From an optimization exercise on the open Yosys and OpenROAD flow, aimed at small area; shortcuts taken in it are not production practice. In this exercise RTL edits were held to simulation tests only and were not proved equivalent to the original. The clock port is modelled as an ideal driver; clocking choices that lean on that would not hold on a real chip. Power and IR drop assume default switching activity.

## the previous run
Design Top_Module, start of the top module:
module Top_Module (
        input clk, reset, btn, btn1, btn2, btn3,
        output [11:0] redgrnblu,
        output hsync, vsync,
        output [6:0] seg1, seg2
        );
        function [9:0] updn10(input [9:0] x, input up, input dn);
                integer i;
                reg o, z;
                begin
                        o = 1'b1;
                        z = 1'b1;
                        for (i = 0; i < 10; i = i + 1) begin
                                updn10[i] = x[i] ^ ((up & o) | (dn & z));
                                o = o & x[i];
                                z = z & ~x[i];
                        end
                end
        endfunction
        function [9:0] subn10(input [9:0] x, input [9:0] yn);
                integer i;
                reg c;
                begin
                        c = 1'b1;
                        for (i = 0; i < 10; i = i + 1) begin
                                subn10[i] = x[i] ^ yn[i] ^ c;
                                c = (x[i] & yn[i]) | ((x[i] ^ yn[i]) & c);
                        end
                end
        endfunction
        function gt10(input [9:0] x, input [9:0] y);
                integer i;
                reg g;
                begin
                        g = 1'b0;
                        for (i = 0; i < 10; i = i + 1)
                                g = (x[i] & ~y[i]) | (~(x[i] ^ y[i]) & g);
                        gt10 = g;
                end
        endfunction
        reg  [9:0] a, v;
        reg        b;
        reg  [4:0] c5;
        reg  [9:0] xbn;            
        reg  [8:0] yb;             
        reg        dx, dy;         
        reg  [8:0] t1n, t2n;       
        reg  [2:0] s1, s2;
        reg        pend1, pend2;
        reg        hit;
        reg  [2:0] col;            
        wire [9:0] xb = ~xbn;
        wire [8:0] t1 = ~t1n, t2 = ~t2n;
        wire       a_end    = a[9] & a[8] & a[4] & a[3] & a[1] & a[0];    
        wire       line_end = b & a_end;
  ...
==> module Top_Module, before the edit <==
module Top_Module (
        input clk, reset, btn, btn1, btn2, btn3,
        output [11:0] redgrnblu,
        output hsync, vsync,
        output [6:0] seg1, seg2
        );
        function [9:0] updn10(input [9:0] x, input up, input dn);
                integer i;
                reg o, z;
                begin
                        o = 1'b1;
                        z = 1'b1;
                        for (i = 0; i < 10; i = i + 1) begin
                                updn10[i] = x[i] ^ ((up & o) | (dn & z));
                                o = o & x[i];
                                z = z & ~x[i];
                        end
                end
        endfunction
        function [9:0] subn10(input [9:0] x, input [9:0] yn);
                integer i;
                reg c;
                begin
                        c = 1'b1;
                        for (i = 0; i < 10; i = i + 1) begin
                                subn10[i] = x[i] ^ yn[i] ^ c;
                                c = (x[i] & yn[i]) | ((x[i] ^ yn[i]) & c);
                        end
                end
        endfunction
        function gt10(input [9:0] x, input [9:0] y);
                integer i;
                reg g;
                begin
                        g = 1'b0;
                        for (i = 0; i < 10; i = i + 1)
                                g = (x[i] & ~y[i]) | (~(x[i] ^ y[i]) & g);
                        gt10 = g;
                end
        endfunction
        reg  [9:0] a, v;
        reg        b;
        reg  [4:0] c5;
        reg  [9:0] xbn;            
        reg  [8:0] yb;             
        reg        dx, dy;         
        reg  [8:0] t1n, t2n;       
        reg  [2:0] s1, s2;
        reg        pend1, pend2;
        reg        hit;
        reg  [2:0] col;            
        wire [9:0] xb = ~xbn;
        wire [8:0] t1 = ~t1n, t2 = ~t2n;
        wire       a_end    = a[9] & a[8] & a[4] & a[3] & a[1] & a[0];    
        wire       line_end = b & a_end;
        wire [9:0] a_nx     = line_end ? 10'd0 : updn10(a, b, 1'b0);
        wire       v_end    = v[9] & v[1];                                
        wire [9:0] v_nx     = (line_end & v_end) ? 10'd0 : updn10(v, line_end, 1'b0);
        wire       c5_inc   = b & a[1] & a[0];
        wire       tick     = c5_inc & (&c5);
        wire [9:0] c5_nx    = updn10({5'd0, c5}, c5_inc, 1'b0);
        assign hsync = (a[9:3] == 7'b1010111) | (a[9:5] == 5'b10110);
        assign vsync = (&v[8:5]) & ~(|v[4:1]);
        wire video = ~(a_nx[9] & (a_nx[8] | a_nx[7])) & ~(v_nx[9] | (&v_nx[8:5]));
        wire blank   = (s1 == 3'd7);
        wire win1    = (s1 == 3'd5);
        wire win2    = (s2 == 3'd5);
        wire playing = ~blank & ~win1 & ~win2;
        wire px1 = (a_nx[9:5] == 5'd0) & a_nx[4] & (a_nx[3] | a_nx[2])
                 | (a_nx[9:2] == 8'd8) | (a_nx == 10'd36);
        wire px2 = (a_nx[9:2] == 8'd151) | (a_nx[9:3] == 7'd76) | (a_nx[9:2] == 8'd154) | (a_nx == 10'd620);
        wire pxa = px1 | px2;
        wire xr = xb[9] & xb[6] & (xb[5] | (xb[4] & xb[3] & xb[2] & (xb[1] | xb[0])));    
        wire xl = gt10(10'd36, xb);
        wire [8:0] pa  = pxa ? v_nx[8:0] : yb;
        wire       sl1 = pxa ? px1 : xl;
        wire [8:0] pbn = sl1 ? t1n : t2n;
        wire [9:0] p   = {1'b0, pa} + {1'b1, pbn} + 10'd1;
        wire pin = ~p[8] & ~p[7] & ~(p[6] & (p[5] | p[4]));
        wire hit_nx = pxa ? hit : ((xl | xr) & pin & (p[8:0] != 9'd0));
        wire edge_y = (yb[8:4] == 5'd0) & yb[3] & ~yb[2] & ~yb[1] | (yb[8] & yb[7] & yb[6] & yb[4] & yb[2] & yb[1] & yb[0]);
        wire dy1 = dy ^ edge_y;
        wire dx1 = dx ^ hit;
        wire sc1 = xb[9] & xb[6] & xb[5] & xb[4] & xb[3];    
        wire sc2 = (xb == 10'd0);
        wire step = tick & playing;
        wire mv   = step & ~sc1 & ~sc2;
        wire srv  = step & (sc1 | sc2);
        wire [9:0] xbn_mv = updn10(xbn, mv & ~dx1, mv & dx1);
        wire [9:0] yb_mv  = updn10({1'b0, yb}, mv & dy1, mv & ~dy1);
        wire t1_up = ~btn  & (t1 != 9'd0);
        wire t1_dn = ~btn1 & ~(t1[8] & t1[7] & t1[4]);      
        wire t2_up = ~btn2 & (t2 != 9'd0);
        wire t2_dn = ~btn3 & ~(t2[8] & t2[7] & t2[4]);
        wire m1u = tick & t1_up;
        wire m1d = tick & ~t1_up & t1_dn;
        wire m2u = tick & ~t1_up & ~t1_dn & t2_up;
        wire m2d = tick & ~t1_up & ~t1_dn & ~t2_up & t2_dn;
        wire [9:0] t1n_nx = updn10({1'b0, t1n}, m1u, m1d);
        wire [9:0] t2n_nx = updn10({1'b0, t2n}, m2u, m2d);
        wire [9:0] zx = a_nx + xbn + 10'd9;        
        wire [9:0] zy = {1'b0, v_nx[8:0]} + {1'b1, ~yb} + 10'd9;    
        wire ball_x = (zx[9:5] == 5'd0) & (~zx[4] | (zx[3:0] == 4'd0)) & (xb[9:3] != 7'd0);
        wire ball_y = (zy[8:5] == 4'd0) & (~zy[4] | (zy[3:0] == 4'd0));
        wire ball_on = ball_x & ball_y;
        wire pdl1_on = px1 & pin;
        wire pdl2_on = px2 & pin;
        reg [2:0] col_nx;
        always @* begin
                if (blank) col_nx = 3'b000;
                else if (win1) col_nx = 3'b100;
                else if (win2) col_nx = 3'b001;
                else if (pdl2_on) col_nx = 3'b001;
                else if (pdl1_on) col_nx = 3'b100;
                else if (ball_on) col_nx = 3'b011;
                else col_nx = 3'b111;
        end
        always @(posedge clk) begin
                hit <= hit_nx;
                if (!reset) begin
                        a <= 0; b <= 0; v <= 0; c5 <= 0;
                        xbn <= ~10'd320; yb <= 9'd240; dx <= 1'b1; dy <= 1'b1;
                        t1n <= ~9'd200; t2n <= ~9'd200;
                        s1 <= 3'd7; s2 <= 3'd7; pend1 <= 1'b0; pend2 <= 1'b0;
                        col <= 3'b000;
                end else begin
                        b <= ~b;
                        a <= a_nx;
                        v <= v_nx;
                        c5 <= c5_nx[4:0];
                        s1 <= blank ? 3'd0 : s1 + {2'd0, pend1};
                        s2 <= blank ? 3'd0 : s2 + {2'd0, pend2};
                        pend1 <= step & sc1;
                        pend2 <= step & sc2;
                        xbn <= srv ? ~10'd320 : xbn_mv;
                        yb  <= srv ? 9'd240 : yb_mv[8:0];
                        if (step) begin
                                dx <= dx1 ^ srv;
                                dy <= dy1 ^ srv;
                        end
                        t1n <= t1n_nx[8:0];
                        t2n <= t2n_nx[8:0];
                        col <= col_nx;
                end
        end
        wire r  = video & col[2];
        wire g  = video & col[1];
        wire bl = video & col[0];
        assign redgrnblu = {r, r, r, r, g, g, g, g, bl, bl, bl, bl};
        function [6:0] seg7(input [2:0] s);
                case (s)
                        3'd0: seg7 = 7'b1000000;
                        3'd1: seg7 = 7'b1111001;
                        3'd2: seg7 = 7'b0100100;
                        3'd3: seg7 = 7'b0110000;
                        3'd4: seg7 = 7'b0011001;
                        3'd5: seg7 = 7'b0010010;
                        default: seg7 = 7'b1111111;
                endcase
        endfunction
        assign seg1 = seg7(s1);
        assign seg2 = seg7(s2);
endmodule
==> flow/config.mk <==
export PLATFORM = sky130hd
export DESIGN_NAME = Top_Module
export DESIGN_NICKNAME = Top_Module
export VERILOG_FILES = /design/flow/design.v
export SDC_FILE = /design/flow/constraint.sdc
export NUM_CORES = 4
export LEC_CHECK = 0
export CAP_MARGIN = 20
export CORE_MARGIN = 2
export CORE_UTILIZATION = 75
export SLEW_MARGIN = 20
==> flow/constraint.sdc <==
create_clock -name core_clock -period 8.0 [get_ports {clk}]
set_input_delay 1.6000 -clock core_clock [delete_from_list [all_inputs] [get_ports {clk}]]
set_output_delay 1.6000 -clock core_clock [all_outputs]
set_load 0.01 [all_outputs]
standard.sh (not shown) runs the stock make flow with config.mk's settings and CLKGATE_MAP_FILE= SYNTH_SCRIPT=/design/flow/synth_recipe.tcl, a recipe that flattens the netlist after the stock synthesis.
==> flow/flow/run.sh <==
#!/bin/bash
# Own layout flow: the standard synthesis, then the combinational logic of
# its netlist is re-mapped for area by Yosys/ABC (flip-flops kept as they are,
# same names and cells), checked equivalent to the standard netlist, and laid
# out with the standard ORFS steps using small port buffers and a clock tree
# without dummy loads whose buffers are then shrunk while the clock slew allows.
set -uo pipefail
HERE=$PWD
R=$HERE/orfs/results/sky130hd/Top_Module/base
LIB=$FLOW_HOME/platforms/sky130hd/lib/sky130_fd_sc_hd__tt_025C_1v80.lib
FLOWDIR=$HERE/flow
CTS_BUF=sky130_fd_sc_hd__clkbuf_8
MY_CTS_ARGS=""
SHRINK_CLOCK_TREE=1
export MY_CLK_SLEW=0.105
export MY_CLK_LEAVES=8
if [[ -f $FLOWDIR/params.sh ]]; then source $FLOWDIR/params.sh; fi
MY_CTS_ARGS=${MY_CTS_ARGS:-"-sink_clustering_enable -repair_clock_nets -dont_use_dummy_load -buf_list $CTS_BUF"}

bash standard.sh $R/1_2_yosys.v > $HERE/synth_standard.log 2>&1 || exit 1
cp $R/1_2_yosys.v $HERE/netlist_standard.v

# several ABC runs in parallel (deepsyn seeds, each stopping after 500 steps
# without improvement, plus plain amap); keep the smallest netlist that is
# proven equivalent to the standard one
SCRIPTS=(
  "+strash;&get,-n;&deepsyn,-J,500,-S,0;&put;dch,-f;amap;"
  "+strash;&get,-n;&deepsyn,-J,500,-S,1;&put;dch,-f;amap;"
  "+strash;&get,-n;&deepsyn,-J,500,-S,2;&put;dch,-f;amap;"
  "+strash;&get,-n;&deepsyn,-J,500,-S,3;&put;dch,-f;amap;"
  "+strash;&get,-n;&deepsyn,-J,500,-S,4;&put;dch,-f;amap;"
  "+strash;&get,-n;&deepsyn,-J,500,-S,5;&put;dch,-f;amap;"
  "+strash;&get,-n;&deepsyn,-J,500,-S,6;&put;dch,-f;amap;"
  "+strash;&get,-n;&deepsyn,-J,500,-S,7;&put;dch,-f;amap;"
  "+strash;dch,-f;amap;"
)
JOBS=${NUM_CORES:-4}
for i in "${!SCRIPTS[@]}"; do
  LIB=$LIB ABCSCR="${SCRIPTS[$i]}" IN_V=$HERE/netlist_standard.v OUT_V=$HERE/netlist_reopt_$i.v \
    yosys -c $FLOWDIR/reopt.tcl > $HERE/reopt_$i.log 2>&1 &
  if (( (i + 1) % JOBS == 0 )); then wait; fi
done
wait
best=""; best_area=""
for i in "${!SCRIPTS[@]}"; do
  area=$(grep "Chip area" $HERE/reopt_$i.log | tail -1 | awk '{print $NF}')
  [[ -z "$area" ]] && continue
  if LIB=$LIB A_V=$HERE/netlist_standard.v B_V=$HERE/netlist_reopt_$i.v yosys -c $FLOWDIR/eqv.tcl > $HERE/equiv_$i.log 2>&1; then
    echo "script $i area $area equivalent" >> $HERE/netlist_choice.log
    if [[ -z "$best" ]] || awk "BEGIN{exit !($area < $best_area)}"; then best=$i; best_area=$area; fi
  else
    echo "script $i area $area NOT proven equivalent" >> $HERE/netlist_choice.log
  fi
done
if [[ -n "$best" ]]; then
  cp $HERE/netlist_reopt_$best.v $R/1_2_yosys.v
  echo "using re-mapped netlist $best (area $best_area)" >> $HERE/netlist_choice.log
else
  echo "no re-mapped netlist proven equivalent; using the standard netlist" >> $HERE/netlist_choice.log
fi

POST_CTS=""
if [[ $SHRINK_CLOCK_TREE == 1 ]]; then POST_CTS="POST_CTS_TCL=$FLOWDIR/post_cts.tcl"; fi
bash standard.sh finish $POST_CTS \
  BUFFER_PORTS_ARGS="-buffer_cell sky130_fd_sc_hd__buf_1" \
  CTS_ARGS="$MY_CTS_ARGS" \
  > $HERE/layout_standard.log 2>&1
Other scripts of this flow, unchanged in this note and not shown: flow/flow/eqv.tcl, flow/flow/post_cts.tcl, flow/flow/reopt.tcl
Inputs modified between the previous run and the current run:
diff --git a/flow/design.v b/flow/design.v
--- a/flow/design.v
+++ b/flow/design.v
@@ -11,12 +11,25 @@
                         o = 1'b1;
                         z = 1'b1;
                         for (i = 0; i < 10; i = i + 1) begin
                                 updn10[i] = x[i] ^ ((up & o) | (dn & z));
                                 o = o & x[i];
                                 z = z & ~x[i];
+                        end
+                end
+        endfunction
+        function [9:0] subn10p8(input [9:0] x, input [9:0] yn);
+                integer i;
+                reg c;
+                reg [9:0] k;
+                begin
+                        c = 1'b1;
+                        k = 10'd8;
+                        for (i = 0; i < 10; i = i + 1) begin
+                                subn10p8[i] = x[i] ^ yn[i] ^ k[i] ^ c;
+                                c = (x[i] & yn[i]) | ((x[i] ^ yn[i]) & c) | (k[i] & ((x[i] ^ yn[i]) ^ c));
                         end
                 end
         endfunction
         function [9:0] subn10(input [9:0] x, input [9:0] yn);
                 integer i;
                 reg c;
@@ -72,13 +85,13 @@
         wire pxa = px1 | px2;
         wire xr = xb[9] & xb[6] & (xb[5] | (xb[4] & xb[3] & xb[2] & (xb[1] | xb[0])));    
         wire xl = gt10(10'd36, xb);
         wire [8:0] pa  = pxa ? v_nx[8:0] : yb;
         wire       sl1 = pxa ? px1 : xl;
         wire [8:0] pbn = sl1 ? t1n : t2n;
-        wire [9:0] p   = {1'b0, pa} + {1'b1, pbn} + 10'd1;
+        wire [9:0] p   = subn10({1'b0, pa}, {1'b1, pbn});
         wire pin = ~p[8] & ~p[7] & ~(p[6] & (p[5] | p[4]));
         wire hit_nx = pxa ? hit : ((xl | xr) & pin & (p[8:0] != 9'd0));
         wire edge_y = (yb[8:4] == 5'd0) & yb[3] & ~yb[2] & ~yb[1] | (yb[8] & yb[7] & yb[6] & yb[4] & yb[2] & yb[1] & yb[0]);
         wire dy1 = dy ^ edge_y;
         wire dx1 = dx ^ hit;
         wire sc1 = xb[9] & xb[6] & xb[5] & xb[4] & xb[3];    
Results
On global router's overall resource usage: the current run sits above the previous run. The previous run → the current run: die height essentially unchanged; minimum clock period after layout increased 0.18 ns; core utilization increased 0.43 points. Diff the previous run -> the current run: routed length on met3 saw an increase, synthesized area saw an increase. Delta (the current run minus the previous run): period utilization now larger, power share of the combinational group now larger, hold slack now smaller, synthesized cell count now larger. The current run gives less total power draw than the previous run did. Comparing the previous run with the current run, the sequential group share of total power came out essentially unchanged. | switching component of the power | higher: the previous run |.

-- port drivers added, routing unchanged --
Ports are ideal in the flow. The routed layouts listed here were re-timed in OpenROAD.
Step 1, drivers: a clkbuf_16 drives clk and a buf_2 each remaining input, both assumed.
Step 2, shift: input delay + t, output delay - t, t = (earliest + latest rising clock arrival at the registers) / 2. This alone moves slack from input paths to output paths.
Three values: ideal, step 1, step 2; two values: the first two.
run	t, ns	setup WS [ns]	cell pins on the clock port's net
the previous run	0.442	2.678 / 2.678 / 2.678	1
the current run	0.447	2.497 / 2.467 / 2.858	1
After both steps every run listed still meets setup and hold.
